What follows belongs to an exercise in optimizing a design on an open flow for a short achievable clock period and few clock cycles; a production flow would make more cautious choices.
The RTL was checked by simulation tests, not by an equivalence proof against the original design.
Power figures rest on the tool's default switching activity, not on a simulated workload.

File: config.mk
export PLATFORM = sky130hd
export DESIGN_NAME = NIOS_II
export DESIGN_NICKNAME = NIOS_II
export VERILOG_FILES = /design/flow/design.v
export SDC_FILE = /design/flow/constraint.sdc
export NUM_CORES = 4
export LEC_CHECK = 0
export CAP_MARGIN = 20
export CORE_MARGIN = 2
export CORE_UTILIZATION = 35
export SLEW_MARGIN = 20
File: constraint.sdc
create_clock -name core_clock -period 17.5 [get_ports {clock}]
set_input_delay 3.5000 -clock core_clock [delete_from_list [all_inputs] [get_ports {clock}]]
set_output_delay 3.5000 -clock core_clock [all_outputs]
set_load 0.01 [all_outputs]
File: design.v
`timescale 1ns/1ps
module pgm_cntr(pc_out, sign_ext_imme, inst_out, zero_flag, clock, reset);
output [31:0] pc_out;
input [31:0] sign_ext_imme;
input [31:0] inst_out;
input zero_flag, clock, reset;
reg [31:0] pc_out;
always@(posedge (clock) or posedge (reset))
 begin
   if(reset)
     begin
       pc_out <= 32'b0;
     end
   else
    begin
    if(zero_flag == 1'b0 && (inst_out[5:0] == 6'b010110))  
      pc_out <= sign_ext_imme;
   else if(zero_flag == 1'b1 && (inst_out[5:0] == 6'b000110))  
      pc_out <= sign_ext_imme; 
     else
      pc_out <= pc_out + 32'b100;
    end
 end
endmodule
`timescale 1ns/1ps
module reg_file (read_data_1, read_data_2, inst_out, WB_result, WB_reg, reset, clock, reg_write);
output [31:0] read_data_1, read_data_2;
input [31:0] WB_result,inst_out;
input [4:0] WB_reg;
input reset, clock, reg_write;
reg [31:0] read_data_1, read_data_2;
reg [31:0] register [0:31];  
always@(*)
 begin
	read_data_1 = register[inst_out[31:27]];
	read_data_2 = register[inst_out[26:22]];
 end
always@(posedge (clock) or posedge (reset))
 begin
  if(reset)
    begin 
		register [0] <= 32'b0;
                register [1] <= 32'b0;
		register [2] <= 32'b0;
		register [3] <= 32'b0;
		register [4] <= 32'b0;
		register [5] <= 32'b0;
		register [6] <= 32'b0;
		register [7] <= 32'b0;
		register [8] <= 32'b0;
		register [9] <= 32'b0;
		register [10] <= 32'b0;
		register [11] <= 32'b0;
		register [12] <= 32'b0;
		register [13] <= 32'b0;
		register [14] <= 32'b0;
		register [15] <= 32'b0;
		register [16] <= 32'b0;
		register [17] <= 32'b0;
		register [18] <= 32'b0;
		register [19] <= 32'b0;
		register [20] <= 32'b0;
		register [21] <= 32'b0;
		register [22] <= 32'b0;
		register [23] <= 32'b0;
		register [24] <= 32'b0;
		register [25] <= 32'b0;
		register [26] <= 32'b0;
		register [27] <= 32'b0;
		register [28] <= 32'b0;
		register [29] <= 32'b0;
		register [30] <= 32'b0;
		register [31] <= 32'b0;
	 end
	else if(reg_write)
          register[WB_reg] <= WB_result;
 end
  endmodule
`timescale 1ns/1ps
module ctrl_unit (reg_write,mem_write,mem_read,ALU_Src,RegDst,mem_to_reg,inst_out,reset);
output reg_write,mem_write,mem_read,ALU_Src,RegDst,mem_to_reg;
input [31:0]inst_out;
input reset;
reg reg_write,mem_write,mem_read,ALU_Src,RegDst,mem_to_reg;
always@(*)
 begin
      begin
	case(inst_out[5:0])
	6'b110100:                          
	begin
	  reg_write <= 1'b1;
	  mem_write <= 1'b0;
	  mem_read <= 1'b0;
	  ALU_Src <= 1'b1;
          RegDst <= 1'b0;
	  mem_to_reg <= 1'b0;
	end
	6'b010100:                          
	begin 
	  reg_write <= 1'b1;
	  mem_write <= 1'b0;
	  mem_read <= 1'b0;
	  ALU_Src <= 1'b1;
	  RegDst <= 1'b0;
	  mem_to_reg <= 1'b0;	
	end
	6'b010111:                       
	begin
	  reg_write <= 1'b1;
	  mem_write <= 1'b0;
	  mem_read <= 1'b1;
	  ALU_Src <= 1'b1;
	  RegDst <= 1'b0;
	  mem_to_reg <= 1'b1;
	end
	6'b111010:                       
	begin
	  reg_write <= 1'b1;
	  mem_write <= 1'b0;
	  mem_read <= 1'b0;
	  ALU_Src <= 1'b0;
	  RegDst <= 1'b1;
	  mem_to_reg <= 1'b0;
	end
	6'b000100:                       
	begin
	  reg_write <= 1'b1;
	  mem_write <= 1'b0;
	  mem_read <= 1'b0;
	  ALU_Src <= 1'b1;
	  RegDst <= 1'b0;
	  mem_to_reg <= 1'b0;
	end
	6'b010110:                       
	begin
	  reg_write <= 1'b0;
	  mem_write <= 1'b0;
	  mem_read <= 1'b0;
	  ALU_Src <= 1'b0;
	  RegDst <= 1'b0;
	  mem_to_reg <= 1'b0;
	end
	6'b010101:                       
	begin
	  reg_write <= 1'b0;
	  mem_write <= 1'b1;
	  mem_read <= 1'b0;
	  ALU_Src <= 1'b1;
	  RegDst <= 1'b0;
	  mem_to_reg <= 1'b0;
	end
        6'b000110:                       
	begin
	  reg_write <= 1'b0;
	  mem_write <= 1'b0;
	  mem_read <= 1'b0;
	  ALU_Src <= 1'b0;
	  RegDst <= 1'b0;
	  mem_to_reg <= 1'b0;
	end
	default:                         
	begin
	  reg_write <= 1'b0;
	  mem_write <= 1'b0;
	  mem_read <= 1'b0;
	  ALU_Src <= 1'b0;
	  RegDst <= 1'b0;
	  mem_to_reg <= 1'b0;
	end
	endcase
   end
end
endmodule
`timescale 1ns/1ps
module sign_ext(sign_ext_imme,inst_out,reset);
output [31:0] sign_ext_imme;
input [31:0] inst_out;
input reset;
reg [31:0] sign_ext_imme;
always@(*)
 begin
   if(inst_out[5:0] == 6'b110100)         
       sign_ext_imme = {inst_out[21:6], 16'b0};
   else if(inst_out[5:0] == 6'b010100)    
       sign_ext_imme = {16'b0, inst_out[21:6]};
   else
     begin
       sign_ext_imme [15:0] = inst_out[21:6];
       sign_ext_imme[31:16] = {16{inst_out[21]}};
     end
 end
endmodule
`timescale 1ns/1ps
module ALU_unit (ALU_result, zero_flag, read_data_1, mux_data_out, ALU_ctrl, reset);
output [31:0] ALU_result;
output zero_flag;
input [31:0] read_data_1, mux_data_out;
input [2:0] ALU_ctrl;
input reset;
reg [31:0] ALU_result;
reg zero_flag;
always@(*)
 begin
       case(ALU_ctrl)
	         3'b001: ALU_result = read_data_1 + mux_data_out;
		 3'b010: ALU_result = read_data_1 - mux_data_out;
		 3'b011: ALU_result = read_data_1 * mux_data_out;
		 3'b100: ALU_result = read_data_1 | mux_data_out;
		 3'b101: ALU_result = {31'b0, read_data_1 < mux_data_out};
	         default: ALU_result = 32'b0;
	endcase
 end
always@(*)
 begin
  if(ALU_result==0)
   zero_flag = 1'b1;
  else
   zero_flag = 1'b0;
 end
endmodule
`timescale 1ns/1ps
module ALU_ctrl(ALU_ctrl, inst_out, reset);
output [2:0] ALU_ctrl;
input [31:0] inst_out;
input reset;
reg [2:0] ALU_ctrl;
always@(*)
 begin
   if(inst_out[5:0] == 6'b110100)  
      ALU_ctrl = 3'b100;
   else if(inst_out[5:0] == 6'b010100)   
      ALU_ctrl = 3'b100;
   else if (inst_out[5:0] == 6'b010111)   
      ALU_ctrl = 3'b001;
   else if (inst_out[5:0] == 6'b111010 && inst_out[10:6] == 5'b00000 && inst_out[16:11] == 6'b110001)   
      ALU_ctrl = 3'b001;
   else if (inst_out[5:0] == 6'b111010 && inst_out[10:6] == 5'b00000 && inst_out[16:11] == 6'b100111)      
      ALU_ctrl = 3'b011;
   else if (inst_out[5:0] == 6'b000100)   
      ALU_ctrl = 3'b001;
  else if (inst_out[5:0] == 6'b010110)   
      ALU_ctrl = 3'b101;
  else if (inst_out[5:0] == 6'b010101)   
      ALU_ctrl = 3'b001;
  else if (inst_out[5:0] == 6'b000110)   
      ALU_ctrl = 3'b001;
  else
      ALU_ctrl = 3'b000;
 end
endmodule
`timescale 1ns/1ps
module mux_ALU(mux_data_out, read_data_2, sign_ext_imme, ALU_Src);
output [31:0] mux_data_out;
input [31:0] read_data_2, sign_ext_imme;
input ALU_Src;
assign mux_data_out = ALU_Src ? sign_ext_imme : read_data_2;
endmodule
`timescale 1ns/1ps
module mux_inst_type(WB_reg, inst_out, RegDst);
output [4:0] WB_reg;
input [31:0] inst_out;
input RegDst;
assign WB_reg = RegDst ? inst_out[21:17] : inst_out[26:22];
endmodule
`timescale 1ns/1ps
module mux_write_back(WB_result,ALU_result,read_mem_data,mem_to_reg);
output [31:0] WB_result;
input [31:0] read_mem_data;
input [31:0] ALU_result;
input mem_to_reg;
assign WB_result = mem_to_reg ? read_mem_data : ALU_result;
endmodule
`timescale 1ns/1ps
module NIOS_II(pc_out, inst_in, dmem_addr, dmem_wdata, dmem_we, dmem_re, dmem_rdata, clock, reset);
output [31:0] pc_out;
input  [31:0] inst_in;
output [31:0] dmem_addr;
output [31:0] dmem_wdata;
output dmem_we;
output dmem_re;
input  [31:0] dmem_rdata;
input clock;
input reset;
wire [31:0] pc_out, sign_ext_imme, inst_out, read_data_1, read_data_2, WB_result, ALU_result, mux_data_out, read_mem_data;
wire [4:0] WB_reg;
wire [2:0] ALU_ctrl;
wire zero_flag, reg_write, mem_write, mem_read, ALU_Src, RegDst, mem_to_reg;
assign inst_out = inst_in;
assign dmem_addr     = ALU_result;
assign dmem_wdata    = read_data_2;
assign dmem_we       = mem_write;
assign dmem_re       = mem_read;
assign read_mem_data = dmem_rdata;
pgm_cntr P1(.pc_out(pc_out), .sign_ext_imme(sign_ext_imme), .inst_out(inst_out), .zero_flag(zero_flag), .clock(clock), .reset(reset));
reg_file R2(.read_data_1(read_data_1), .read_data_2(read_data_2), .inst_out(inst_out), .WB_result(WB_result), .WB_reg(WB_reg), .reset(reset), .clock(clock), .reg_write(reg_write));
ctrl_unit C1(.reg_write(reg_write), .mem_write(mem_write), .mem_read(mem_read), .ALU_Src(ALU_Src), .RegDst(RegDst), .mem_to_reg(mem_to_reg), .inst_out(inst_out), .reset(reset));
sign_ext S1(.sign_ext_imme(sign_ext_imme), .inst_out(inst_out), .reset(reset));
ALU_unit A2(.ALU_result(ALU_result), .zero_flag(zero_flag), .read_data_1(read_data_1), .mux_data_out(mux_data_out), .ALU_ctrl(ALU_ctrl), .reset(reset));
ALU_ctrl A1(.ALU_ctrl(ALU_ctrl), .inst_out(inst_out), .reset(reset));
mux_ALU M1(.mux_data_out(mux_data_out), .read_data_2(read_data_2), .sign_ext_imme(sign_ext_imme), .ALU_Src(ALU_Src));
mux_inst_type M2(.WB_reg(WB_reg), .inst_out(inst_out), .RegDst(RegDst));
mux_write_back M3(.WB_result(WB_result), .ALU_result(ALU_result), .read_mem_data(read_mem_data), .mem_to_reg(mem_to_reg));
endmodule
File: run.sh
#!/bin/bash
# synth_recipe.tcl (not shown) runs the flow's synth.tcl, then flattens the netlist and writes it again
# the make line also repeats each setting of config.mk as NAME=value (left out here)
make -C /OpenROAD-flow-scripts/flow DESIGN_CONFIG=/design/flow/config.mk WORK_HOME=/design/flow/orfs CLKGATE_MAP_FILE= SYNTH_SCRIPT=/design/flow/synth_recipe.tcl finish
==> summary.md <==
| Metric | Value |
|---|---|
| Status | `finished clean` |
| Commonest non-fill, non-tap cells in the layout | `nand2_1, dfrtp_1, o21ai_0, buf_4, inv_1` |
| Fin. max-slew vios | `0` |
| Layout cells sized above 1 | `14.82%` |
| Ys flop type | `dfrtp_1` |
| Syn avg cell area | `8.643 µm²` |
| RSZ-0062 raised after global routing | `true` |
| Final-report hold violation count | `0` |
| Antenna violations before repair | `46` |
| Commonest non-fill, non-tap cell in the layout | `nand2_1` |
| CTS tree | `yes` |
| Post-Syn Area | `0.07159 mm²` |
| DR pass1 iterations | `7` |
| Yosys cell types | `92` |
| CTS clock-pin slew for the worst setup and hold paths | `50 ps` |
| CP Class | `in2out` |
| Type of the worst min-delay path | `reg2reg` |
| Fraction of registers with async set/reset | `100.0%` |
| Vias in the first global route | `70580` |
| Clock Tree Buf Depth | `3` |
| First-pass GRT wire length | `601300 µm` |
| Clock root cell | `clkbuf_16` |
| Most Frequent Cell on Critical Path | `buf_4` |
| Filler instances | `20180` |
| Max incr delay on CP | `580 ps` |
| Routed WL | `443500 µm` |
| Relative slew margins | `12.17%` |
| Max Cap Violations | `0` |
| Max FO, Critical Path | `11` |
| Power Dens Cells | `70.43 mW/mm²` |
| Largest cells by area after synthesis | `dfrtp_1, fa_1, nand2_1` |
| WHS Endpoint | `P1.pc_out[1]` |
| Avg Vias per Cell | `6.389` |
| Fin util | `42.73%` |
| Place WS | `-497.1 ps` |
| DRC | `0` |
| Routed Antenna Nets | `0` |
| Layout area overhead | `21.73%` |
| Register area share after synthesis | `36.91%` |
| Clk Latency, worst-skew pair | `870 ps` |
| Final hold slack | `482.0 ps` |
| Post-route setup slack | `165.6 ps` |
| Synth top area share | `36.91%` |
| Placed Area | `0.08212 mm²` |
| Hold wc startpoint | `P1.pc_out[1]` |
| Cts bufs inserted | `121` |
| FF-to-FF setup slack | `5490 ps` |
| Via count | `73900` |
| Total leakage power | `38.98 nW` |
| YS warnings | `7` |
| Power Total | `0.006137 W` |
| Synthesis-stage register bit count | `1056` |
| Reg-to-Reg Start | `R2.register[17][4]` |
| Die width | `456.3 µm` |
| CTS H-tree lvls | `3` |
| Pin count of the biggest net entering global routing | `181` |
| Synth Instances | `8283` |
| Final global-route overflow total | `0` |
| CP Launch Type | `input port` |
| Worst reg2reg path depth | `42` |
| Final setup violation count | `0` |
| Port bufs | `163` |
| Top-level I/O count | `164` |
| DP HPWL | `320100 µm` |
| WL per Instance | `38.34 µm` |
| Max Freq | `0.05769 GHz` |
| RD Place Congestion | `1.077` |
| Core area | `0.2040 mm²` |
| Cell taking the most area after synthesis | `dfrtp_1` |
| Total Routing Usage GR | `41.62%` |
| CP Capture Type | `output pin` |
| NumNets Final | `9437` |
| Slew @ Worst Pin | `1307 ps` |
| Maximum VDD drop | `0.09778 mV` |
| Post-synth EDFFs | `0` |
| Tmin final | `17330 ps` |
| Syn nets | `8977` |
| Hold_buf cts | `0` |
| DRC marker count from the first detailed-route iteration | `11470` |
| Clock Skews | `121.5 ps` |
| Initial Util | `35.10%` |
| Data arrival, critical path | `13830 ps` |
| Rows | `166` |
| Reg2reg end | `P1.pc_out[3]` |
| Crit-path slowest cell | `clkdlybuf4s50_1` |
| Full die area | `0.2082 mm²` |
| Die Y | `456.3 µm` |
| Hold Path Stages | `1` |
| CTS sink cnt | `1056` |
| CP Data Required Time | `14000 ps` |
| Post-route cell area | `0.08715 mm²` |
| Period utilization | `99.05%` |
==> layer usage <==
layer | wire [µm] | vias to the layer above | global-route usage, %
met4 | 37190 | 28 | 27.31
li1 | - | 29580 | -
met3 | 55680 | 1834 | 14.58
met5 | 301 | - | 0.7577
met2 | 184000 | 5946 | 60.44
met1 | 166400 | 36520 | 52.17
==> state kept, by name, summed over array words and instances (netlist names) <==
register     count
P1.pc_out       32
R2.register   1024
==> worst max-delay path by stage <==
stage,startpoint,to
4_1_cts,inst_in[23],dmem_addr[31]
3_3_place_gp,inst_in[27],dmem_addr[28]
2_1_floorplan,reset,P1.pc_out[0]
6_report,inst_in[23],dmem_addr[27]
3_5_place_dp,inst_in[27],dmem_addr[28]
5_1_grt,inst_in[27],dmem_addr[31]
==> critical path, delay by kind of cell <==
kind | cells | cell delay [ps]
compound gates | 8 | 1640
buf+inv | 14 | 2690
simple gates | 6 | 2360
fa+ha+maj | 9 | 3580
==> logic make-up after synthesis <==
logic type / synth area share [%]
buf+inv: 7.049
flops: 36.91
xor+xnor: 1.695
mux: 1.202
compound gates: 20.09
fa+ha+maj: 15.28
simple gates: 17.78
==> metrics by stage <==
step,std cells,setup TNS (ps)
5_1_grt,11540,-75.67
2_1_floorplan,8283,-592980
6_report,11570,0
3_5_place_dp,11280,-1530
3_3_place_gp,11280,-1690
4_1_cts,11510,0
==> layout make-up <==
cell class,instances,area [µm²],share of cell area [%]
antenna,34,85.08,0.09763
inverter,626,2369,2.718
sequential,1056,26430,30.32
timing repair buffer,1001,9153,10.50
tap,2688,3363,3.859
multi-input combinational,5937,41280,47.37
clock inverter,78,1204,1.381
clock buffer,148,3269,3.752
==> cell usage after synthesis (all sizes together), types with 54 or more instances <==
library cell and n:
dfrtp 1056, clkbuf 484, ha 218, nand4 166, o21ai 1070, xnor2 94
buf 180, a21oi 149, mux2i 77, inv 613, nor2 496, and3 127
a22o 58, nor3 54, a22oi 593, nand3 313, nand2 1442, fa 410
==> what timing repair did <==
item | in CTS | in global routing
endpoints found under the setup margin | 6 | 7
gates resized for setup | 8 | 20
buffers inserted | 0 | 18
pin swaps | 0 | 9
==> where the power goes <==
| part | leakage (nW) | total, W | internal (W) | switching, W |
|---|---|---|---|---|
| combinational | 22.1 | 0.000695 | 0.000232 | 0.000463 |
| sequential | 14.7 | 0.00253 | 0.00248 | 0.0000496 |
| clock | 2.15 | 0.00291 | 0.00170 | 0.00121 |
| total | 39.0 | 0.00614 | 0.00442 | 0.00172 |
Testbench counts, summed over its fixed seeds: cycles 48,113.

==> static timing again, ports no longer ideal <==
Ports are ideal in the flow. The routed layout listed here was re-timed in OpenROAD. Step 1, drivers: a clkbuf_16 drives clock and a buf_2 each remaining input, both assumed. Step 2 also shifts input and output timing later by t, the mid clock arrival at the registers, as if the neighbouring blocks saw the same clock. a / b / c = ideal / step 1 / step 2; a / b = the first two.
shift t [ns]: 0.901
setup slack, ns: 0.166 / 0.050 / 0.050
slew at the worst register clock pin (ns): 0.07 / 0.07
worst data-port slew with drivers (ns): 0.18
After both steps setup and hold are still met in this run. For this run, drivers alone change the setup slack by -0.116 ns; drivers and shift together by -0.116 ns.
